From an optimization exercise on the open Yosys and OpenROAD flow, aimed at a short achievable clock period and few clock cycles; shortcuts taken in it are not production practice. Only simulation tests tie the RTL to the original design; equivalence was not proved.

==> flow/run.sh <==
#!/bin/bash
# synth_recipe.tcl (not shown) runs the flow's synth.tcl, then flattens the netlist and writes it again
# the make line also repeats each setting of config.mk as NAME=value (left out here)
make -C /OpenROAD-flow-scripts/flow DESIGN_CONFIG=/design/flow/config.mk WORK_HOME=/design/flow/orfs CLKGATE_MAP_FILE= SYNTH_SCRIPT=/design/flow/synth_recipe.tcl finish
==> flow/config.mk <==
export PLATFORM = sky130hd
export DESIGN_NAME = processor2
export DESIGN_NICKNAME = processor2
export VERILOG_FILES = /design/flow/design.v
export SDC_FILE = /design/flow/constraint.sdc
export NUM_CORES = 4
export LEC_CHECK = 0
export CAP_MARGIN = 20
export CORE_MARGIN = 2
export CORE_UTILIZATION = 40
export SLEW_MARGIN = 20
==> flow/constraint.sdc <==
create_clock -name core_clock -period 100.0 [get_ports {clk}]
set_input_delay 20.0000 -clock core_clock [delete_from_list [all_inputs] [get_ports {clk}]]
set_output_delay 20.0000 -clock core_clock [all_outputs]
set_load 0.01 [all_outputs]
==> flow/design.v <==
module ALU(
	input logic [15:0] a, 
	input logic [15:0] b,
	input logic [4:0] ALUcontrol,
	output logic [15:0] y,
	output logic Cout,
	output logic zeroflag
	);
	wire[15:0] BB;
	wire[15:0] adderout;
	wire[15:0] zeroexout;
	wire[15:0] firstAND = a&BB;
	wire[15:0] firstOR = a|BB;
	wire[15:0] NOTfirstAND = ~firstAND;
	wire[15:0] NOTfirstOR = ~firstOR;
	wire[15:0] ASRout; 
	wire[15:0] LSLVout;
	wire[15:0] LSRVout;
	wire ALUcontrolMSB = ALUcontrol[4];
	wire [3:0] ALUcontrolLSB = ALUcontrol[3:0];
	adder ALU_adder(
	.A(a),.Cout(Cout),.BB(BB),.Cin(ALUcontrolMSB), .S(adderout)
	);
	twoTOone_mux ALU_input_mux(
	.a0(b),
	.a1(~b),
	.sel(ALUcontrolMSB),
	.out(BB)
	);
	zeroextender ALU_zeroextender(
	.nextended(adderout[15]),.extended(zeroexout)
	);
	arithematicshiftright ALU_ASR(
	.in(BB),
	.out(ASRout)
	);
	logicalshiftleftVARIABLE ALU_LSLV(
	.in(BB),.rfread(a),.out(LSLVout)
	);
	logicalshiftrightVARIABLE ALU_LSRV(
	.in(BB),.rfread(a),.out(LSRVout)
	);
	sixteenTOone_mux ALU_mux(
	.a0(NOTfirstOR|firstAND),
	.a1(NOTfirstOR|firstAND),
	.a2(NOTfirstAND&firstOR),
	.a3(NOTfirstAND&firstOR),
	.a4(NOTfirstAND),
	.a5(NOTfirstAND),
	.a6(NOTfirstOR),
	.a7(NOTfirstOR),
	.a8(firstAND),
	.a9(LSRVout),
	.a10(firstOR),
	.a11(firstOR),
	.a12(adderout),
	.a13(LSLVout),
	.a14(zeroexout),
	.a15(ASRout),
	.sel(ALUcontrolLSB),
	.out(y)
	);
	assign zeroflag = y ? 0 : 1;
endmodule
module PC(
	input logic clk,rst,Fstall,
	input logic [15:0] pcnext,
	input logic muxbranch1,
	output logic [15:0] pcout,
	output logic Fmuxbranch1
	);
	reg [15:0] pc;
	reg muxbranch1store;
	always_ff@(posedge clk) begin
		if(rst==1'b1) begin
			pc <= 16'b0000000000000000;
			muxbranch1store <= 1'b0;
		end
		else if(Fstall==1'b1) begin
			pc <= pc;
			muxbranch1store <= muxbranch1store;
		end
		else begin
			pc <= pcnext;
			muxbranch1store <= muxbranch1;
		end
	end
	assign Fmuxbranch1 = muxbranch1store;
	assign pcout = pc;
endmodule
module adder(
	output logic [15:0] S,
	output logic Cout,
 	input logic [15:0] A, BB,
 	input logic Cin 
	);
  always_comb
     {Cout, S} = A + BB + Cin;
endmodule
module adder_pcincrement(
	output logic [15:0] s,
 	input logic [15:0] a
	);
	assign s = a + 16'b0000000000000001;
endmodule
module arithematicshiftright(
	input logic [15:0] in,
	output logic [15:0] out
	);
	wire MSB = in[15];
	assign out = {MSB,in[15:1]};
endmodule
module branch_analyser(
	input logic Dbranchcircuitout,
	input logic Fmuxbranch1,
	input logic [1:0] Dbranch,
	output logic [1:0] muxbranch2,
	output logic brclear
	);
	always_comb begin
		if (Fmuxbranch1==1'b1 && Dbranchcircuitout==1'b0 && (Dbranch==2'b00 || Dbranch==2'b01)) begin
			brclear = 1'b1;
			muxbranch2 = 2'b01;
		end
		else if (Fmuxbranch1==1'b0 && Dbranchcircuitout==1'b1 && (Dbranch==2'b00 || Dbranch==2'b01)) begin
			brclear = 1'b1;
			muxbranch2 = 2'b10;
		end
		else begin
			brclear = 1'b0;
			muxbranch2 = 2'b00;
		end
	end
endmodule
module branchcircuit(
	input logic [1:0] branch,  
	input logic zeroflag,  
	output logic branchcircuitout
	);
	always_comb
	case({branch,zeroflag})
		3'b000 :branchcircuitout = 0;
		3'b001 :branchcircuitout = 1;
		3'b010 :branchcircuitout = 1;
		3'b011 :branchcircuitout = 0;
		3'b100 :branchcircuitout = 0;
		3'b101 :branchcircuitout = 0;
		3'b110 :branchcircuitout = 0;
		3'b111 :branchcircuitout = 0;
	endcase
endmodule
module control_unit(
	input logic [5:0] opcode,
	output logic we3,
	output logic ALUsrc,
	output logic [4:0] ALUcontrol,
	output logic we,
	output logic [1:0] regdata,
	output logic [1:0] regwrite,
	output logic j,
	output logic wehilo,
	output logic jr,
	output logic multdiv,
	output logic [1:0] branch,
	output logic mod
	);
	logic [18:0] signals;
	assign {multdiv,ALUsrc,ALUcontrol,j,jr,regwrite,branch,we,regdata,we3,wehilo,mod} = signals;
	always_comb
	case(opcode)
		6'b000000  :signals = 19'b0001100000110000100;  
		6'b000001  :signals = 19'b0011100000110000100;  
		6'b000010  :signals = 19'b0101100000010001100;  
		6'b000011  :signals = 19'b0101100000010100000;  
		6'b000100  :signals = 19'b0001000000110000100;  
		6'b000101  :signals = 19'b0001010000110000100;  
		6'b000110  :signals = 19'b0000100000110000100;  
		6'b000111  :signals = 19'b0000110000110000100;  
		6'b001000  :signals = 19'b0000010000110000100;  
		6'b001001  :signals = 19'b0000000000110000100;  
		6'b001010  :signals = 19'b0011000000110000100;  
		6'b001011  :signals = 19'b0011010000110000100;  
		6'b001100  :signals = 19'b0010100000110000100;  
		6'b001101  :signals = 19'b0010110000110000100;  
		6'b001110  :signals = 19'b0010000000110000100;  
		6'b001111  :signals = 19'b0010010000110000100;  
		6'b010000  :signals = 19'b0011110000110000100;  
		6'b010001  :signals = 19'b0011100000000000000;  
		6'b010010  :signals = 19'b0011100000001000000;  
		6'b110011  :signals = 19'b0101100000010000100;  
		6'b010100  :signals = 19'b0000000000010000010;  
		6'b010101  :signals = 19'b1000000000010000010;  
		6'b010110  :signals = 19'b0000000000010010100;  
		6'b010111  :signals = 19'b0000000000010011100;  
		6'b011010  :signals = 19'b0001111000110000100;  
		6'b011011  :signals = 19'b0001101000110000100;  
		6'b011100  :signals = 19'b0001001000110000100;  
		6'b011101  :signals = 19'b0000000100010000000;  
		6'b011110  :signals = 19'b0000000010010000000;  
		6'b011111  :signals = 19'b0000000000110000101;  
		default    :signals = 19'b0000000000010000000;  
	endcase
endmodule
module counter(
	input logic clk,
	input logic [1:0] enable,
	output logic [7:0] count
	);
	reg [7:0] counter;
	always_ff@(posedge clk) begin
		if(enable==2'b01 || enable==2'b10) begin	
			counter <= counter+8'b00000001;	
		end
		else begin
			counter <= counter;
		end
	end
	assign count = counter;
endmodule
module datapath(
	input logic clk,
	input logic rst,  
	output logic [15:0] imem_addr,  
	input logic [17:0] imem_data,  
	output logic [15:0] dmem_addr,  
	output logic [15:0] dmem_wdata,  
	output logic dmem_we,  
	input logic [15:0] dmem_rdata,  
	input logic we3,  
	input logic ALUsrc,  
	input logic [4:0] ALUcontrol,  
	output logic ALUcout,  
	input logic we,  
	input logic [1:0] regdata,  
	input logic [1:0] regwrite,  
	input logic j,  
	input logic wehilo,  
	input logic jr,  
	input logic multdiv,  
	input logic mod,
	input logic [1:0] branch,  
	output logic [5:0] opcode  
	);
	wire [15:0] pcinput;
	wire [15:0] Fpcoutput;  
	wire [15:0] Dpcoutput;  
	wire [17:0] Finstructionmemoryoutput;  
	wire [17:0] Dinstructionmemoryoutput;  
	wire [3:0] Erfwriteaddress;  
	wire [15:0] Wrfwritedata;  
	wire zeroflag;
	wire [15:0] Dsignx_immediate;  
	wire [15:0] Ealuoutput;  
	wire [15:0] Maluoutput;  
	wire branchsrc;  
	wire [15:0] F_J_MUX_INPUT;  
	wire [15:0] Ehiregout;  
	wire [15:0] Eloregout;  
	wire [15:0] Ehiregin;  
	wire [15:0] Eloregin;  
	wire [31:0] Emultout;  
	wire [31:0] Edivout;  
	wire [15:0] Fzerox_immediate;  
	wire [1:0] Dpcinputmuxsel;  
	wire [15:0] Dinstruction_increment;  
	wire [3:0] Daddress1;  
	wire [3:0] Daddress2;  
	wire [3:0] Dimmediate;  
	wire [11:0] Djumpaddress;  
	wire [5:0] Dopcode;  
	wire [15:0] Drfreadoutput1;  
	wire [15:0] Drfreadoutput2;  
	wire [15:0] Esignx_immediate;  
	wire [3:0] Eaddress1;  
	wire [3:0] Eaddress2;  
	wire [3:0] Eimmediate;  
	wire [15:0] Erfreadoutput1;  
	wire [15:0] Erfreadoutput2;  
	wire Ewe3;  
	wire [1:0] Eregwrite;  
	wire Ealusrc;  
	wire Emultdiv;  
	wire Ewehilo;  
	wire [4:0] Ealucontrol;  
	wire [15:0] E_forwarding_mux_ALU_1;  
	wire [15:0] E_forwarding_mux_ALU_2;  
	wire [15:0] EaluinputA;  
	wire [15:0] EaluinputB;  
	wire Ewe;  
	wire [1:0] Eregdata;  
	wire [15:0] Mhiregout;  
	wire [15:0] Mloregout;  
	wire [15:0] Mdmwritedata;  
	wire Mwe;  
	wire Mwe3;  
	wire [3:0] Mrfwriteaddress;  
	wire [1:0] Mregdata;  
	wire [15:0] Mdmout;  
	wire [15:0] Wdmout;  
	wire [1:0] Wregdata;  
	wire [15:0] Waluoutput;  
	wire [15:0] Whiregout;  
	wire [15:0] Wloregout;  
	wire [3:0] Wrfwriteaddress;  
	wire Wwe3;  
	wire [15:0] PCinputmux3;  
	wire [15:0] Dequalitycomparitorinput1;  
	wire [15:0] Dequalitycomparitorinput2;  
	wire equalityflag;  
	wire [2:0] Dforward1;  
	wire [2:0] Dforward2;  
	wire [2:0] Dforward3;  
	wire [2:0] Eforward1;  
	wire [2:0] Eforward2;  
	wire Fstall;
	wire Dstall;
	wire Eflush;
	wire fetch_decode_clear;  
	wire branchcircuitout;  
	wire [15:0] Fbranchaddress;  
	wire Fmuxbranch1;  
	wire brclear;  
	wire [1:0] muxbranch2;  
	wire [15:0] muxbranch1OUT;  
	wire [15:0] PCincrement;  
	wire [15:0] Dsignx_immediate_shouldve_branched;  
	wire [15:0] Dsignx_immediate_shouldve_branched_plus_pc;  
	wire [15:0] muxbranch2OUT;  
	wire [7:0] nops;  
	wire [15:0] finalpcmuxout;  
	wire jumpmuxselect;  
	wire muxbranch1;  
	wire [15:0] fetchpcnext;  
	wire [15:0] modout;
	wire [15:0] Mmodout;
	wire [15:0] Wmodout;
	wire [15:0] Wmodmuxout;
	wire Emod;
	wire Mmod;
	wire Wmod;
	assign opcode = Dopcode;
	logic Dj;
	assign Dj = j;	
	logic Djr;
	assign Djr = jr;
	wire [1:0] workout;
	wire [1:0] chaos;
	logic [3:0] Finstruction_branchaddress;  
	assign Finstruction_branchaddress = Finstructionmemoryoutput[3:0];
	logic [11:0] Finstructionjumpaddress;  
	assign Finstructionjumpaddress = Finstructionmemoryoutput[11:0];
	logic [5:0] Fop;  
	assign Fop = Finstructionmemoryoutput[17:12];
	zeroextender_j data_zeroextender_j(
	.nextended(Finstructionjumpaddress),.extended(F_J_MUX_INPUT)
	);
	fourTOone_mux2 PCinputmux(
	.a0(fetchpcnext),.a1(16'b0000000000000000),.a2(16'b0000000000000000),.a3(PCinputmux3),.sel(workout),.out(pcinput)
	);
	adder_pcincrement data_adder_pcincrement(
	.a(Fpcoutput),.s(PCincrement)
	);
	PC data_PC(
	.clk(clk),.rst(rst),.pcnext(finalpcmuxout),.pcout(Fpcoutput),.Fstall(Fstall),
	.muxbranch1(muxbranch1),.Fmuxbranch1(Fmuxbranch1)
	);
	assign imem_addr = Fpcoutput;
	assign Finstructionmemoryoutput = imem_data;
	registerfile data_rf(
	.rd1(Drfreadoutput1),.rd2(Drfreadoutput2),.clk(clk),.we3(Wwe3),.ra1(Daddress1),
	.ra2(Daddress2),.wa3(Wrfwriteaddress),.wd3(Wmodmuxout)
	);
	ALU data_ALU(
	.a(EaluinputA),.b(E_forwarding_mux_ALU_1),.ALUcontrol(Ealucontrol),.y(Ealuoutput),.Cout(ALUcout),.zeroflag(zeroflag)
	);	
	twoTOone_mux ALUinputselectmux(
	.a0(E_forwarding_mux_ALU_2),.a1(Esignx_immediate),.sel(Ealusrc),.out(EaluinputA)
	);
	negadder data_negadder(
	.A(Fzerox_immediate),.B(PCincrement),.S(Fbranchaddress)
	);
	sign_extension data_zeroextender_immediate(
	.imm(Finstruction_branchaddress),.signimm(Fzerox_immediate)
	);
	zeroextender_immediate data_signx_immediate(
	.nextended(Dimmediate),.extended(Dsignx_immediate)
	);
	assign dmem_addr = Maluoutput;
	assign dmem_wdata = Mdmwritedata;
	assign dmem_we = Mwe;
	assign Mdmout = dmem_rdata;
	fourTOone_mux2 data_rfwritedata_mux(
	.a0(Waluoutput),.a1(Wdmout),.a2(Whiregout),.a3(Wloregout),.sel(Wregdata),.out(Wrfwritedata)
	);
	fourTOone_mux data_rfwriteaddress_mux(
	.a0(Eaddress2),.a1(Eimmediate),.a2(4'b0000),.a3(4'b0000),.sel(Eregwrite),.out(Erfwriteaddress)
	);
	twoTOone_mux hiMUX(
	.a0(Emultout[31:16]),.a1(Edivout[31:16]),.sel(Emultdiv),.out(Ehiregin)
	);
	twoTOone_mux loMUX(
	.a0(Emultout[15:0]),.a1(Edivout[15:0]),.sel(Emultdiv),.out(Eloregin)
	);	
	hiloreg data_hi(
	.rd(Ehiregout),.clk(clk),.wehilo(Ewehilo),.wd(Ehiregin)
	);
	hiloreg data_lo(
	.rd(Eloregout),.clk(clk),.wehilo(Ewehilo),.wd(Eloregin)
	);
	branchcircuit data_branchcircuit(
	.branch(branch),.zeroflag(equalityflag),.branchcircuitout(branchcircuitout)	
	);
	multiply data_multiply(
	.a(E_forwarding_mux_ALU_1),.b(E_forwarding_mux_ALU_2),.y(Emultout)
	);
	divide data_divide(
	.a(E_forwarding_mux_ALU_1),.b(E_forwarding_mux_ALU_2),.y(Edivout),.modout(modout)
	);
	pipeline_register_FetchDecode fetch_decode(
	.clk(clk),.rst(rst),.reset(fetch_decode_clear),.Dstall(Dstall),.Finstruction(Finstructionmemoryoutput),.Dinstruction(Dinstructionmemoryoutput),.Finstruction_increment(PCincrement),
	.Dinstruction_increment(Dinstruction_increment),.Daddress1(Daddress1),.Daddress2(Daddress2),.Dimmediate(Dimmediate),.Djumpaddress(Djumpaddress),.Dopcode(Dopcode),
	.Fpc(Fpcoutput),.Dpc(Dpcoutput)  
	);
	or_into_fetch_decode_clear or_into_fetch_decode_clear(
	.jr(Djr),.branchout(brclear),.fetch_decode_clear(fetch_decode_clear)
	);
	pipeline_register_DecodeExecute decode_execute(
	.clk(clk),.reset(Eflush | rst),.Drd1(Drfreadoutput1),.Drd2(Drfreadoutput2),.Da1(Daddress1),.Da2(Daddress2),.Dsignextimm(Dsignx_immediate),.Da3(Dimmediate),.Dhilowrite(wehilo),.Dmultdiv(multdiv),.Dalucontrol(ALUcontrol),.Dalusrc(ALUsrc),.Dregwrite(regwrite),.Dwe3(we3),.Dwe(we),.Dregdata(regdata),
	.Erd1(Erfreadoutput1),.Erd2(Erfreadoutput2),.Ea1(Eaddress1),.Ea2(Eaddress2),.Esignextimm(Esignx_immediate),.Ea3(Eimmediate),.Ehilowrite(Ewehilo),.Emultdiv(Emultdiv),.Ealucontrol(Ealucontrol),.Ealusrc(Ealusrc),.Eregwrite(Eregwrite),.Ewe3(Ewe3),.Ewe(Ewe),.Eregdata(Eregdata),.Dmod(mod),.Emod(Emod)
	);
	pipeline_register_ExecuteMemory execute_memory(
	.clk(clk),.rst(rst),.Ehi(Ehiregout),.Elo(Eloregout),.Ealu(Ealuoutput),.Edmwrite(E_forwarding_mux_ALU_2),.Ewe3(Ewe3),.Ewe(Ewe),.Eregdata(Eregdata),.Ewriteadd(Erfwriteaddress),
	.Mhi(Mhiregout),.Mlo(Mloregout),.Malu(Maluoutput),.Mdmwrite(Mdmwritedata),.Mwe3(Mwe3),.Mwe(Mwe),.Mregdata(Mregdata),.Mwriteadd(Mrfwriteaddress),.Emodout(modout),.Mmodout(Mmodout),.Emod(Emod),.Mmod(Mmod)
	);
	pipeline_register_MemoryWriteback memory_writeback(	
	.clk(clk),.rst(rst),.Mhi(Mhiregout),.Mlo(Mloregout),.Malu(Maluoutput),.Mdmout(Mdmout),.Mwriteadd(Mrfwriteaddress),.Mregdata(Mregdata),.Mwe3(Mwe3),
	.Whi(Whiregout),.Wlo(Wloregout),.Walu(Waluoutput),.Wdmout(Wdmout),.Wwriteadd(Wrfwriteaddress),.Wregdata(Wregdata),.Wwe3(Wwe3),.Mmodout(Mmodout),.Wmodout(Wmodout),.Mmod(Mmod),.Wmod(Wmod)
	);
	eightTOone_mux forwarding_mux_ALU_1(
	.sel(Eforward1),.out(E_forwarding_mux_ALU_1),.a0(Erfreadoutput1),.a1(Wmodmuxout),.a2(Maluoutput),.a3(Mhiregout),.a4(Mloregout),.a5(Mmodout),.a6(16'b0000000000000000),.a7(16'b0000000000000000)
	);
	eightTOone_mux forwarding_mux_ALU_2(
	.sel(Eforward2),.out(E_forwarding_mux_ALU_2),.a0(Erfreadoutput2),.a1(Wmodmuxout),.a2(Maluoutput),.a3(Mhiregout),.a4(Mloregout),.a5(Mmodout),.a6(16'b0000000000000000),.a7(16'b0000000000000000)
	);
	eightTOone_mux forwarding_mux_PC_input_DECODE(
	.a0(Drfreadoutput1),.a1(Maluoutput),.a2(Mhiregout),.a3(Mloregout),.a4(Mmodout),.a5(16'b0000000000000000),.a6(16'b0000000000000000),.a7(16'b0000000000000000),.sel(Dforward3),.out(PCinputmux3)
	);
	eightTOone_mux forwarding_mux_branch1(
	.a0(Drfreadoutput1),.a1(Maluoutput),.a2(Mhiregout),.a3(Mloregout),.a4(Mmodout),.a5(16'b0000000000000000),.a6(16'b0000000000000000),.a7(16'b0000000000000000),.sel(Dforward1),.out(Dequalitycomparitorinput1)
	);
	eightTOone_mux forwarding_mux_branch2(
	.a0(Drfreadoutput2),.a1(Maluoutput),.a2(Mhiregout),.a3(Mloregout),.a4(Mmodout),.a5(16'b0000000000000000),.a6(16'b0000000000000000),.a7(16'b0000000000000000),.sel(Dforward2),.out(Dequalitycomparitorinput2)
	);
	equality equality_comparator(
	.input1(Dequalitycomparitorinput1),.input2(Dequalitycomparitorinput2),.flag(equalityflag)
	);
	hazard_detection_unit hazard_detection_unit(
	.Daddress1(Daddress1),.Daddress2(Daddress2),.Eaddress1(Eaddress1),.Eaddress2(Eaddress2),.Erfwriteaddress(Erfwriteaddress),.Mrfwriteaddress(Mrfwriteaddress),.Wrfwriteaddress(Wrfwriteaddress),.Ewe3(Ewe3),.Mwe3(Mwe3),.Wwe3(Wwe3),.Eregdata(Eregdata),.Mregdata(Mregdata),.Dbranch(branch),
	.Dforward1(Dforward1),.Dforward2(Dforward2),.Dforward3(Dforward3),.Eforward1(Eforward1),.Eforward2(Eforward2),.Fstall(Fstall),.Dstall(Dstall),.Eflush(Eflush), .Dj(j),.Djr(jr),.Mmod(Mmod)
	);
	justwork data_justwork(
	.jr(Djr),.justworkout(workout)
	);
	two_bit_saturating_counter data_two_bit_branch_predictor(
	.Fpc(Fpcoutput),.clk(clk),.rst(rst),.Finstruction(Finstructionmemoryoutput),.Dbranchcircuitout(branchcircuitout),.Dpc(Dpcoutput),.muxbranch1(muxbranch1),.Dbranch(branch),.Dstall(Dstall)
	);
	branch_analyser data_branch_analyser(
	.Dbranchcircuitout(branchcircuitout),.Fmuxbranch1(Fmuxbranch1),.muxbranch2(muxbranch2),.brclear(brclear),.Dbranch(branch)
	);
	twoTOone_mux data_branchmux1(
	.a0(PCincrement),.a1(Fbranchaddress),.sel(muxbranch1),.out(muxbranch1OUT)
	);
	fourTOone_mux2 data_branchmux2(
	.a0(pcinput),.a1(Dinstruction_increment),.a2(Dsignx_immediate_shouldve_branched_plus_pc),.a3(16'b0000000000000000),.sel(muxbranch2),.out(muxbranch2OUT)
	);
	assign finalpcmuxout = muxbranch2OUT;
	sign_extension data_signx_immediate2(
	.imm(Dimmediate),.signimm(Dsignx_immediate_shouldve_branched)
	);
	negadder data_negadder2(
	.A(Dsignx_immediate_shouldve_branched),.B(Dinstruction_increment),.S(Dsignx_immediate_shouldve_branched_plus_pc)
	);
	counter data_counter(
	.clk(clk),.enable(muxbranch2),.count(nops)
	);
	twoTOone_mux jump_2to1mux(
	.a0(muxbranch1OUT),.a1(F_J_MUX_INPUT),.sel(jumpmuxselect),.out(fetchpcnext)
	);
	twoTOone_mux data_modmux(
	.a0(Wrfwritedata),.a1(Wmodout),.sel(Wmod),.out(Wmodmuxout)
	);
	jumpdecider data_jumpdecider(
	.opcode(Fop),.jumpmux(jumpmuxselect)
	);
endmodule
module divide#(parameter N=16)
	(
	input logic [N-1:0] a,b,
	output logic [2*N-1:0] y,
	output logic [N-1:0] modout
	);
	assign y  = (b == 0) ? {{N{1'b0}},{N{1'b1}}} : a/b;
	assign modout = (b == 0) ? a : a%b;
endmodule
module eightTOone_mux
	(
	input logic [15:0] a0,
	input logic [15:0] a1,
	input logic [15:0] a2,
	input logic [15:0] a3,	
	input logic [15:0] a4,
	input logic [15:0] a5,
	input logic [15:0] a6,
	input logic [15:0] a7,
	input logic [2:0] sel,
	output logic [15:0] out
	);
	assign out = sel[2] ? (sel[1] ? (sel[0] ? a7 : a6) : (sel[0] ? a5 : a4)) : (sel[1] ? (sel[0] ? a3 : a2) : (sel[0] ? a1 : a0)); 
endmodule
module equality(
	input logic [15:0] input1,
	input logic [15:0] input2,
	output logic flag
	);
	assign flag = (input1 == input2) ? 1'b1 : 1'b0;
endmodule
module fourTOone_mux
	(
	input logic [3:0] a0,
	input logic [3:0] a1,
	input logic [3:0] a2,
	input logic [3:0] a3,
	input logic [1:0] sel,
	output logic [3:0] out
	);
	assign out = sel[1] ? (sel[0] ? a3 : a2) : (sel[0] ? a1 : a0); 
endmodule
module fourTOone_mux2
	(
	input logic [15:0] a0,
	input logic [15:0] a1,
	input logic [15:0] a2,
	input logic [15:0] a3,
	input logic [1:0] sel,
	output logic [15:0] out
	);
	assign out = sel[1] ? (sel[0] ? a3 : a2) : (sel[0] ? a1 : a0); 
endmodule
module hazard_detection_unit(
	input logic [3:0] Daddress1,  
	input logic [3:0] Daddress2,  
	input logic [3:0] Eaddress1,  
	input logic [3:0] Eaddress2,  
	input logic [3:0] Erfwriteaddress,  
	input logic [3:0] Mrfwriteaddress,  
	input logic [3:0] Wrfwriteaddress,  
	input logic Mmod,
	input logic Ewe3,  
	input logic Mwe3,  
	input logic Wwe3,  
	input logic [1:0] Eregdata,  
	input logic [1:0] Mregdata,  
	input logic [1:0] Dbranch,  
	input logic Djr,  
	input logic Dj,  
	output logic [2:0] Dforward1,  
	output logic [2:0] Dforward2,  
	output logic [2:0] Dforward3,  
	output logic [2:0] Eforward1,  
	output logic [2:0] Eforward2,  
	output logic Fstall,
	output logic Dstall, 
	output logic Eflush
	);
	wire EM1 = (Eaddress1 != 4'b0000)&&(Eaddress1 == Mrfwriteaddress)&&(Mwe3==1'b1);
	wire EM2 = (Eaddress2 != 4'b0000)&&(Eaddress2 == Mrfwriteaddress)&&(Mwe3==1'b1);
	wire EW1 = (Eaddress1 != 4'b0000)&&(Eaddress1 == Wrfwriteaddress)&&(Wwe3==1'b1);
	wire EW2 = (Eaddress2 != 4'b0000)&&(Eaddress2 == Wrfwriteaddress)&&(Wwe3==1'b1);
	assign Eforward1 = EM1 ? ((Mmod==1'b1) ? 3'b101 : (Mregdata == 2'b11) ? 3'b100 : (Mregdata == 2'b10) ? 3'b011 : 3'b010) : (EW1 ? 3'b001 : 3'b000);
	assign Eforward2 = EM2 ? ((Mmod==1'b1) ? 3'b101 : (Mregdata == 2'b11) ? 3'b100 : (Mregdata == 2'b10) ? 3'b011 : 3'b010) : (EW2 ? 3'b001 : 3'b000);
	wire lwstall;
	assign lwstall = (((Erfwriteaddress==Daddress1)||(Erfwriteaddress==Daddress2))&&(Eregdata == 2'b01)) ? 1'b1 : 1'b0;
	assign Dforward1 = ((Daddress1 != 4'b0000)&&(Daddress1 == Mrfwriteaddress)&&(Mwe3 == 1'b1)&&(Mmod==1'b0)&&(Mregdata!=2'b10)&&(Mregdata!=2'b11)) ? (3'b001) : ( ((Daddress1 != 4'b0000)&&(Daddress1==Mrfwriteaddress)&&(Mwe3==1'b1)&&(Mregdata==2'b10)) ? (3'b010) : ( ((Daddress1 != 4'b0000)&&(Daddress1==Mrfwriteaddress)&&(Mwe3==1'b1)&&(Mregdata==2'b11)) ? (3'b011) : ( ((Daddress1 != 4'b0000)&&(Daddress1==Mrfwriteaddress)&&(Mwe3==1'b1)&&(Mmod==1'b1)) ? (3'b100) : (3'b000))));
	assign Dforward2 = ((Daddress2 != 4'b0000)&&(Daddress2 == Mrfwriteaddress)&&(Mwe3 == 1'b1)&&(Mmod==1'b0)&&(Mregdata!=2'b10)&&(Mregdata!=2'b11)) ? (3'b001) : ( ((Daddress2 != 4'b0000)&&(Daddress2==Mrfwriteaddress)&&(Mwe3==1'b1)&&(Mregdata==2'b10)) ? (3'b010) : ( ((Daddress2 != 4'b0000)&&(Daddress2==Mrfwriteaddress)&&(Mwe3==1'b1)&&(Mregdata==2'b11)) ? (3'b011) : ( ((Daddress2 != 4'b0000)&&(Daddress2==Mrfwriteaddress)&&(Mwe3==1'b1)&&(Mmod==1'b1)) ? (3'b100) : (3'b000))));
	wire branchstall;
	assign branchstall = ((Dbranch == 2'b01 || Dbranch == 2'b00)&&(Ewe3==1'b1)&&((Erfwriteaddress==Daddress2)||(Erfwriteaddress==Daddress1))) || ((Dbranch == 2'b01 || Dbranch == 2'b00)&&(Mregdata==2'b01)&&((Mrfwriteaddress==Daddress2)||(Mrfwriteaddress==Daddress1))) ? 1'b1 : 1'b0;
	assign Dforward3 = ((Daddress1 != 4'b0000)&&(Daddress1 == Mrfwriteaddress)&&(Mregdata != 2'b11)&&(Mregdata != 2'b10)&&(Mmod == 1'b0)&&(Mwe3)) ? 3'b001 : ( ((Daddress1 != 4'b0000)&&(Daddress1==Mrfwriteaddress)&&(Mregdata==2'b10)&&(Mwe3==1'b1))? (3'b010) : ( ((Daddress1 != 4'b0000)&&(Daddress1==Mrfwriteaddress)&&(Mregdata==2'b11)&&(Mwe3==1'b1)) ? (3'b011) : ( ((Daddress1 != 4'b0000)&&(Daddress1==Mrfwriteaddress)&&(Mmod==1'b1)&&(Mwe3==1'b1)) ? (3'b100) : (3'b000))));
	wire jumpregstall;
	assign jumpregstall = ((Djr==1'b1)&&(Ewe3==1'b1)&&(Erfwriteaddress==Daddress1)) || ((Djr==1'b1)&&(Mregdata==2'b01)&&(Mrfwriteaddress==Daddress1)) ? 1'b1 : 1'b0 ;
	assign Fstall = lwstall || branchstall || jumpregstall;
	assign Dstall = lwstall || branchstall || jumpregstall;
	assign Eflush = lwstall || branchstall || jumpregstall || Dj;
endmodule
module hiloreg(
	output logic [15:0]rd,  
	input logic clk,wehilo,  
	input logic [15:0]wd  
	);
	reg [15:0] rf;
	always_ff@(posedge clk)begin
		if(wehilo)begin 
			rf <= wd;
		end
	end  
	assign rd = rf;
endmodule
module jumpdecider(
	input logic [5:0] opcode,
	output jumpmux
	);
	assign jumpmux = (opcode==6'b011101) ? 1'b1 : 1'b0;
endmodule
module justwork(
	input logic jr,
	output logic [1:0] justworkout
	);
	always_comb begin
	if (jr == 1'b1) begin
		justworkout = 2'b11;
	end
	else begin
		justworkout = 2'b00;
	end
	end
endmodule
module logicalshiftleftVARIABLE(
	input logic [15:0] in,
	input logic [15:0] rfread,  
	output logic [15:0] out
	);
	assign out = in << rfread[3:0];
endmodule
module logicalshiftrightVARIABLE(
	input logic [15:0] in,
	input logic [15:0] rfread,  
	output logic [15:0] out
	);
	assign out = in >> rfread[3:0];
endmodule
module multiply #(parameter N=16)
	(
	input logic [N-1:0] a,b,
	output logic [2*N-1:0] y
	);
	assign y  = a*b;
endmodule
module negadder(
	output logic [15:0] S,
 	input logic signed [15:0] A, 
	input logic [15:0] B
	);
  always_comb
     S = A + B;
endmodule
module or_into_fetch_decode_clear(
	input logic jr, branchout,
	output logic fetch_decode_clear
	);
	assign fetch_decode_clear = jr ? 1'b1 : branchout ? 1'b1 : 0 ;
endmodule
module pipeline_register_DecodeExecute(
	input logic clk, reset,
	input logic Dmod,
	input logic [15:0] Drd1, Drd2,  
	input logic [3:0] Da1, Da2,  
	input logic [15:0] Dsignextimm,  
	input logic [3:0] Da3,  
	input logic Dhilowrite,  
	input logic Dmultdiv,  
	input logic [4:0] Dalucontrol,  
	input logic Dalusrc,  
	input logic [1:0] Dregwrite,  
	input logic Dwe3,  
	input logic Dwe,  
	input logic [1:0] Dregdata,  
	output logic [15:0] Erd1, Erd2, 
	output logic [3:0] Ea1, Ea2, 
	output logic [15:0] Esignextimm, 
	output logic [3:0] Ea3, 
	output logic Ehilowrite,
	output logic Emultdiv, 
	output logic [4:0] Ealucontrol, 
	output logic Ealusrc, 
	output logic [1:0] Eregwrite, 
	output logic Ewe3, 
	output logic Ewe,
	output logic Emod,
	output logic [1:0] Eregdata
	);
	reg [15:0] plr_DE1[2:0];
	reg [4:0] plr_DE2;
	reg [1:0] plr_DE3[1:0];
	reg plr_DE4[4:0];
	reg [3:0] plr_DE5[2:0];
	reg plr_DE6;
	always_ff@(posedge clk) begin
		if (reset) begin
		plr_DE1[0] <= 16'b0000000000000000;
		plr_DE1[1] <= 16'b0000000000000000;
		plr_DE1[2] <= 16'b0000000000000000;
		plr_DE2 <= 5'b00000;
		plr_DE3[0] <= 2'b00;
		plr_DE3[1] <= 2'b00;
		plr_DE4[0] <= 1'b0;
		plr_DE4[1] <= 1'b0;
		plr_DE4[2] <= 1'b0;
		plr_DE4[3] <= 1'b0;
		plr_DE4[4] <= 1'b0;
		plr_DE5[0] <= 4'b0000;
		plr_DE5[1] <= 4'b0000;
		plr_DE5[2] <= 4'b0000;
		plr_DE6 <=1'b0;
		end
		else begin
		plr_DE1[0] <= Drd1;
		plr_DE1[1] <= Drd2;
		plr_DE1[2] <= Dsignextimm;
		plr_DE2 <= Dalucontrol;
		plr_DE3[0] <= Dregwrite;
		plr_DE3[1] <= Dregdata;
		plr_DE4[0] <= Dhilowrite;
		plr_DE4[1] <= Dmultdiv;
		plr_DE4[2] <= Dalusrc;
		plr_DE4[3] <= Dwe3;
		plr_DE4[4] <= Dwe;
		plr_DE5[0] <= Da1;
		plr_DE5[1] <= Da2;
		plr_DE5[2] <= Da3;
		plr_DE6 <= Dmod;
		end
	end
	assign Erd1 = plr_DE1[0];
	assign Erd2 = plr_DE1[1];
	assign Esignextimm = plr_DE1[2];
	assign Ealucontrol = plr_DE2;
	assign Eregwrite = plr_DE3[0];
	assign Eregdata = plr_DE3[1];
	assign Ehilowrite = plr_DE4[0];
	assign Emultdiv = plr_DE4[1];
	assign Ealusrc = plr_DE4[2];
	assign Ewe3 = plr_DE4[3];
	assign Ewe = plr_DE4[4];
	assign Ea1 = plr_DE5[0];
	assign Ea2 = plr_DE5[1];
	assign Ea3 = plr_DE5[2];
	assign Emod = plr_DE6;
endmodule
module pipeline_register_ExecuteMemory(
	input logic clk, rst,
	input logic [15:0] Emodout,
	input logic Emod,
	input logic [15:0] Ehi, Elo,  
	input logic [15:0] Ealu,  
	input logic [15:0] Edmwrite,  
	input logic Ewe3,  
	input logic Ewe,  
	input logic [1:0] Eregdata,  
	input logic [3:0] Ewriteadd,  
	output logic [15:0] Mhi, Mlo,  
	output logic [15:0] Malu,  
	output logic [15:0] Mdmwrite,  
	output logic Mwe3,  
	output logic Mwe,  
	output logic [1:0] Mregdata,  
	output logic [15:0] Mmodout,
	output logic Mmod,
	output logic [3:0] Mwriteadd  
	);
	reg [15:0] plr_DE1[3:0];
	reg [1:0] plr_DE2 [1:0];
	reg [1:0] plr_DE3;
	reg [3:0] plr_DE4;
	reg [15:0] plr_DE5; 
	reg plr_DE6;
	always_ff@(posedge clk) begin 
		plr_DE1[0] <= Ehi;
		plr_DE1[1] <= Elo;
		plr_DE1[2] <= Ealu;
		plr_DE1[3] <= Edmwrite;
		plr_DE5 <= Emodout;
		if (rst) begin
			plr_DE2[0] <= 1'b0;
			plr_DE2[1] <= 1'b0;
			plr_DE3 <= 2'b00;
			plr_DE4 <= 4'b0000;
			plr_DE6 <= 1'b0;
		end
		else begin
			plr_DE2[0] <= Ewe3;
			plr_DE2[1] <= Ewe;
			plr_DE3 <= Eregdata;
			plr_DE4 <= Ewriteadd;
			plr_DE6 <= Emod;
		end
	end
	assign Mhi = plr_DE1[0];
	assign Mlo = plr_DE1[1];
	assign Malu = plr_DE1[2];
 	assign Mdmwrite = plr_DE1[3];
	assign Mwriteadd = plr_DE4;
	assign Mwe3 = plr_DE2[0]; 
	assign Mwe = plr_DE2[1];
	assign Mregdata = plr_DE3;
	assign Mmodout = plr_DE5;
	assign Mmod = plr_DE6;
endmodule
module pipeline_register_FetchDecode(
	input logic clk, rst, reset, Dstall,
	input logic [17:0] Finstruction,
	input logic [15:0] Finstruction_increment,
	input logic [15:0] Fpc,
	output logic [17:0] Dinstruction,
	output logic [15:0] Dinstruction_increment,
	output logic [3:0] Daddress1,
	output logic [3:0] Daddress2,
	output logic [3:0] Dimmediate,
	output logic [11:0] Djumpaddress,
	output logic [5:0] Dopcode,
	output logic [15:0] Dpc
	);
	reg [17:0] plr_FD1;
	reg [3:0] plr_FD2[1:0];
	reg [3:0] plr_FD3;
	reg [11:0] plr_FD4;
	reg [5:0] plr_FD5;
	reg [15:0] plr_FD6;
	reg [15:0] plr_FD7;
	wire [11:0] jumpaddress = Finstruction[11:0];
	wire [5:0] opcode = Finstruction[17:12];
	wire [3:0] address1 = Finstruction[11:8];
	wire [3:0] address2 = Finstruction[7:4];
	wire [3:0] immediate = Finstruction[3:0];
	always_ff@(posedge clk) begin
		 if (rst==1'b0 && Dstall==1'b1) begin
			plr_FD1 <= plr_FD1;
			plr_FD2[0] <= plr_FD2[0];
			plr_FD2[1] <= plr_FD2[1];
			plr_FD3 <= plr_FD3;
			plr_FD4 <= plr_FD4;
			plr_FD5 <= plr_FD5;
			plr_FD6 <= plr_FD6;
			plr_FD7 <= plr_FD7;
		end
		else if(reset==1'b1 || rst==1'b1) begin
			plr_FD1 <= 18'b000000000000000000;
			plr_FD2[0] <= 4'b0000;
			plr_FD2[1] <= 4'b0000;
			plr_FD3 <= 4'b0000;
			plr_FD4 <= 12'b000000000000;
			plr_FD5 <= 6'b000000;
			plr_FD6 <= 16'b0000000000000000;
			plr_FD7 <= 16'b0000000000000000;
		end
		else begin
			plr_FD1 <= Finstruction;
			plr_FD2[0] <= address1;
			plr_FD2[1] <= address2;
			plr_FD3 <= immediate;
			plr_FD4 <= jumpaddress;
			plr_FD5 <= opcode;
			plr_FD6 <= Finstruction_increment;
			plr_FD7 <= Fpc;
		end
	end
	assign Djumpaddress = plr_FD4;
	assign Dopcode = plr_FD5;
	assign Dinstruction = plr_FD1;
	assign Daddress1 = plr_FD2[0];
	assign Daddress2 = plr_FD2[1];
	assign Dimmediate = plr_FD3;
	assign Dinstruction_increment = plr_FD6;
	assign Dpc = plr_FD7;
endmodule
module pipeline_register_MemoryWriteback(
	input logic clk, rst,
	input logic [15:0] Mhi, Mlo,  
	input logic [15:0] Malu,  
	input logic [15:0] Mdmout,  
	input logic [3:0] Mwriteadd,  
	input logic [1:0] Mregdata,  
	input logic Mwe3,  
	input logic [15:0] Mmodout,
	input logic Mmod,
	output logic Wmod,
 	output logic [15:0] Whi, Wlo,  
	output logic [15:0] Walu,  
	output logic [15:0] Wdmout,  
	output logic [3:0] Wwriteadd,  
	output logic [1:0] Wregdata,  
	output logic [15:0] Wmodout,
	output logic Wwe3  
	);
	reg [15:0] plr_DE1[3:0];
	reg [1:0] plr_DE2;
	reg plr_DE3;
	reg [3:0] plr_DE4;
	reg [15:0] plr_DE5;
	reg plr_DE6;
	always_ff@(posedge clk) begin
		plr_DE1[0] <= Mhi;
		plr_DE1[1] <= Mlo;
		plr_DE1[2] <= Malu;
		plr_DE1[3] <= Mdmout;
		plr_DE5 <= Mmodout;
		if (rst) begin
			plr_DE2 <= 2'b00;
			plr_DE3 <= 1'b0;
			plr_DE4 <= 4'b0000;
			plr_DE6 <= 1'b0;
		end
		else begin
			plr_DE2 <= Mregdata;
			plr_DE3 <= Mwe3;
			plr_DE4 <= Mwriteadd;
			plr_DE6 <= Mmod;
		end
	end
	assign Whi = plr_DE1[0];
	assign Wlo = plr_DE1[1];
	assign Walu = plr_DE1[2];
	assign Wdmout = plr_DE1[3];
	assign Wwriteadd = plr_DE4;
	assign Wregdata = plr_DE2;
	assign Wwe3 = plr_DE3;
	assign Wmodout = plr_DE5;
	assign Wmod = plr_DE6;
endmodule
module registerfile(
	output logic [15:0]rd1,rd2,  
	input logic clk,we3,  
	input logic [3:0]ra1,ra2,wa3,  
	input logic [15:0]wd3  
	);
	reg [15:0] rf[15:0];
	always_ff@(posedge clk)begin
		if(we3)begin 
			rf[wa3] <= wd3;
		end
	end
	assign rd1 = (ra1 == 4'b0000) ? 16'b0000000000000000 : ((we3 && wa3 == ra1) ? wd3 : rf[ra1]);
	assign rd2 = (ra2 == 4'b0000) ? 16'b0000000000000000 : ((we3 && wa3 == ra2) ? wd3 : rf[ra2]);
endmodule
module sign_extension (
		input logic signed [3:0] imm,
		output logic signed [15:0] signimm
		);
	assign signimm = imm;
endmodule
module sixteenTOone_mux
	(
	input logic [15:0] a0,
	input logic [15:0] a1,
	input logic [15:0] a2,
	input logic [15:0] a3,	
	input logic [15:0] a4,
	input logic [15:0] a5,
	input logic [15:0] a6,
	input logic [15:0] a7,
	input logic [15:0] a8,
	input logic [15:0] a9,
	input logic [15:0] a10,
	input logic [15:0] a11,
	input logic [15:0] a12,
	input logic [15:0] a13,
	input logic [15:0] a14,
	input logic [15:0] a15,
	input logic [3:0] sel,
	output logic [15:0] out
	);
	assign out = sel[3] ? (sel[2] ? (sel[1] ? (sel[0] ? a15 : a14) : (sel[0] ? a13 : a12)) : (sel[1] ? (sel[0] ? a11 : a10) : (sel[0] ? a9 : a8))) : (sel[2] ? (sel[1] ? (sel[0] ? a7 : a6) : (sel[0] ? a5 : a4)) : (sel[1] ? (sel[0] ? a3 : a2) : (sel[0] ? a1 : a0)));  
endmodule
module twoTOone_mux
	(
	input logic [15:0] a0,
	input logic [15:0] a1,
	input logic sel,
	output logic [15:0] out
	);
	assign out = sel ? a1 : a0;
endmodule
module two_bit_saturating_counter(
	input logic [15:0] Dpc,
	input logic clk, rst, Dstall,
	input logic Dbranchcircuitout,
	input logic [1:0] Dbranch,
	input logic [15:0] Fpc,
	input logic [17:0] Finstruction,
	output logic muxbranch1
	);
	logic [5:0] branch_or_not; 
	assign branch_or_not = Finstruction[17:12];
	assign muxbranch1 = (branch_or_not==6'b010010) ? 1'b1 : 1'b0;
endmodule
module zeroextender(
	input logic nextended,
	output logic [15:0] extended
	);
	logic [14:0] extend;
	assign extend = 15'b000000000000000;
	assign extended =  {extend,nextended};
endmodule
module zeroextender_immediate(
	input logic [3:0] nextended,
	output logic [15:0] extended
	);
	logic [11:0] extend;
	assign extend = 12'b000000000000;
	assign extended =  {extend,nextended};
endmodule
module zeroextender_j(
	input logic [11:0] nextended,
	output logic [15:0] extended
	);
	logic [3:0] extend;
	assign extend = 4'b0000;
	assign extended =  {extend,nextended};
endmodule
module processor2(
	input logic clk,
	input logic rst,
	output logic [15:0] imem_addr,
	input logic [17:0] imem_data,
	output logic [15:0] dmem_addr,
	output logic [15:0] dmem_wdata,
	output logic dmem_we,
	input logic [15:0] dmem_rdata
	);
	wire we3;
	wire ALUsrc;
	wire [4:0] ALUcontrol;
	wire we;
	wire [1:0] regdata;
	wire [1:0] regwrite;
	wire wehilo;
	wire multdiv;
	wire [1:0] branch;
	wire [5:0] opcode;
	wire ALUcout;
	wire mod;
	wire omg;
	wire plz;
	control_unit processor2_control(
	.we3(we3),.ALUsrc(ALUsrc),.ALUcontrol(ALUcontrol),.we(we),.regdata(regdata),
	.regwrite(regwrite),.wehilo(wehilo),.multdiv(multdiv),.branch(branch),
	.opcode(opcode),.j(omg),.jr(plz),.mod(mod)
	);
	datapath processor2_datapath(
	.we3(we3),.ALUsrc(ALUsrc),.ALUcontrol(ALUcontrol),.we(we),.regdata(regdata),
	.regwrite(regwrite),.wehilo(wehilo),.multdiv(multdiv),.branch(branch),
	.clk(clk),.rst(rst),.imem_addr(imem_addr),.imem_data(imem_data),.dmem_addr(dmem_addr),.dmem_wdata(dmem_wdata),.dmem_we(dmem_we),.dmem_rdata(dmem_rdata),.ALUcout(ALUcout),.opcode(opcode),.jr(plz),.j(omg),.mod(mod)
	);
endmodule
==> results.txt <==
==> worst max-delay path: cells and delay by family, from the launching register on <==
family                     cells  cell delay (ps)
adders and majority gates     30             9080
and+or+nand+nor              119            21100
buffers and inverters         20             3630
muxes                          9             2900
AOI/OAI and AO/OA            283            55740
xor gates and xnor gates       1              320
DFF                            1              380
==> state kept, by name, summed over array words and instances, names as in the netlist, 5 cells and up, named ones only <==
signal	cells
processor2_datapath.fetch_decode.plr_FD2	8
processor2_datapath.data_rf.rf	256
processor2_datapath.decode_execute.plr_DE4	5
processor2_datapath.fetch_decode.plr_FD6	16
processor2_datapath.data_PC.pc	16
processor2_datapath.execute_memory.plr_DE1	64
processor2_datapath.memory_writeback.plr_DE1	64
processor2_datapath.decode_execute.plr_DE5	12
processor2_datapath.fetch_decode.plr_FD5	6
processor2_datapath.decode_execute.plr_DE1	32
processor2_datapath.data_lo.rf	16
processor2_control.signals	18
processor2_datapath.data_hi.rf	16
processor2_datapath.execute_memory.plr_DE5	16
processor2_datapath.decode_execute.plr_DE2	5
processor2_datapath.memory_writeback.plr_DE5	16
==> final timing paths <==
check	to	cells after the start	from	slack, ps
setup / recovery	processor2_datapath.data_lo.rf[0]	462	processor2_datapath.execute_memory.plr_DE4[1]	6360
hold / removal	processor2_datapath.execute_memory.plr_DE1[0][5]	0	processor2_datapath.data_hi.rf[5]	300
hold reg to reg	processor2_datapath.execute_memory.plr_DE1[0][5]	0	processor2_datapath.data_hi.rf[5]	300
setup reg to reg	processor2_datapath.data_lo.rf[0]	462	processor2_datapath.execute_memory.plr_DE4[1]	6360
==> final cells by class <==
class	instances	share of cell area [%]
Tap cell	2189	3.70
Clock buffer	90	2.66
Antenna cell	2	0.00677
Timing Repair Buffer	319	3.70
Sequential cell	600	20.6
Inverter	418	2.13
Multi-Input combinational cell	6182	66.5
Clock inverter	42	0.679
==> cell families (layout without fill, tap and decap cells) <==
family / Yosys count / count (layout) / share of synthesized area, %
AND/OR/NAND/NOR: 2443 / 2444 / 17.4
AO/OA/AOI/OAI: 1972 / 1972 / 20.1
adder cells (fa/ha/maj): 902 / 902 / 19.2
buffers and inverters: 786 / 869 / 4.56
flip-flops: 600 / 600 / 22.9
multiplexers: 478 / 479 / 11.0
XOR/XNOR: 369 / 369 / 4.87
other: 1 / 18 / 0.00564
==> through the flow <==
stage | instances | worst slack, ps | hold WS, ps | instance area [µm²]
finish | 9842 | 6360 | 297 | 73900
global route | 9840 | -404 | 302 | 73900
CTS | 9800 | 139 | 283 | 73000
detailed placement | 9664 | -1370 | 327 | 70400
global placement | 9664 | 1110 | 326 | 70400
floorplan | 7566 | 1160 | 323 | 66600
==> cells in the final DEF (no fill, tap or decap), types with 220 or more instances in the layout <==
cell and count:
a21oi_1 385, buf_4 220, dfxtp_1 268, edfxtp_1 322, ha_1 704, inv_1 402, nand2_1 741, nor2_1 587
nor3_1 331, o21a_1 285, o21ai_0 297, xnor2_1 239
==> layer usage <==
layer | routed length, µm | GRT usage, %
met1 | 99700 | 36.2
met2 | 108000 | 43.9
met3 | 19100 | 3.95
met4 | 12200 | 12.4
met5 | 0 | 0
==> timing repair <==
item | 4_1_cts | 5_1_grt
setup buffers | 4 | 37
pin swaps | 1 | 26
resized for setup | 8 | 162
cloned | 0 | 2
hold buffers | 0 | 0
setup endpoints to repair | 1 | 3
==> key figures <==
Worst setup path
  • CP Launch Type: register
  • CP max-delay cell: or4b_4
  • Crit path kind: register to register
  • CP peak stage delay: about 550 ps
  • Worst Path Max Fanout: 34
  • Most used cell, CP: o21a_1
  • Critical Path End Type: register
  • CP Data Required Time: around 100000 ps
  • CP arrival: approximately 94000 ps

Timing
  • Worst-Margin Slew: around 1300 ps
  • Final-report hold violation count: 0
  • Period minus WS final: between 90000 and 100000 ps
  • Fmax: between 10 and 15 MHz
  • Period Utilization, post-route: a little over nine tenths
  • Final setup viols: 0
  • Slew Viols, Final: 0
  • Skew final: just over 50 ps
  • Max transition margin: around 15%
  • Sum of negative setup slack: 0 ps

Job
  • Max-Cap Viols: 0

Floorplan
  • Initial Utilization: 40.3%
  • # IOs: 85
  • Die W: 412 µm
  • Die area: 170000 µm²
  • Core area: 165000 µm²
  • Cell Rows: roughly 150
  • Die Y: 412 µm

Routing
  • Detailed Routing Iterations Pass 1: 6
  • # DRC: 0
  • DR vias: ~60000
  • Wire per inst: around 24 µm
  • Average via count per standard cell: between 6 and 7
  • Final wirelength: roughly 240000 µm
  • DRT antenna net count: 0
  • Initial DRC count: roughly 5800

Outcome
  • Status: no timing/DRC/antenna violations

Placed design
  • RD Place Congestion: 0.976
  • Count of input and output buffers: 84
  • DP HPWL: 176000 µm

Yosys
  • Count leader, synth: nand2_1
  • Seq/Total Area, Yosys: a little under a quarter
  • Top FF cell, synth: edfxtp_1
  • Post-synth EDFFs: roughly 320
  • Avg Inst Size Synth: roughly 8.8 µm²
  • Distinct cells, synth: between 100 and 150
  • FFs w/ async S/R, synth: 0%
  • Ys Warns: 22
  • Most common library cells after synthesis: 752 x nand2_1, 704 x ha_1, 614 x nor2_1
  • Post-synth top area share: between 10% and 20%
  • Top cells by area, synth: edfxtp_1 15%, ha_1 13%, dfxtp_1 8.4%
  • Synthesized cell area: about 67000 µm²
  • Yosys top cell by area: edfxtp_1
  • Synth Instances: 7551
  • Flops & latches, synth: 600

Cells and area
  • Layout cells sized above 1: between 10% and 20%
  • P&R area growth vs syn: 11.1%
  • Fill count: between 15000 and 20000
  • Final core occ: approximately 45%
  • Final #Nets: around 8500
  • Register area: about 15000 µm²
  • Multi-input logic area: 49200 µm²

Global route
  • Initial antenna violation count: 6
  • Largest net degree at the start of global routing: roughly 80
  • GRT Total Usage: around 27%
  • First-pass GRT wire length: around 360000 µm
  • Vias in the first global route: between 50000 and 60000
  • Global route overflow: 0

CTS
  • CTS root buf: clkbuf_16
  • CTS Buf Count: 72
  • Clock Pin Slew Worst Setup and Hold Paths: roughly 60 ps
  • Clock sink total: 600
  • H-tree depth: 3
  • CTS tree: built
  • Skew-Pair Late Insertion Delay: 680 ps
  • CTS Buffer Depth: 3

Worst hold path
  • Hold Path Class: register to register
Testbench counts, summed over its fixed seeds: cycles 34,061.

## port drivers added, routing unchanged
The results above use ideal ports. As a check the final layout listed here was re-extracted and re-timed, cells and wires unchanged.
Step 1 assumes that a clkbuf_16 drives the clock port and a buf_2 every other input.
Step 2 moves the port delays by t, midway between the first and last clock arrival at a register: inputs arrive t later, outputs are due t later. That takes back most of the time a late clock gives input paths.
Three values: ideal ports, drivers, drivers and shift; two values: the first two.
t, ns: 0.737
setup slack, ns: 6.357 / 6.357 / 6.357
worst setup path after step 2: register to register
After both steps setup and hold are still met in this run. The setup slack of this run moves by 0.000 ns with the drivers and by 0.000 ns with both steps.
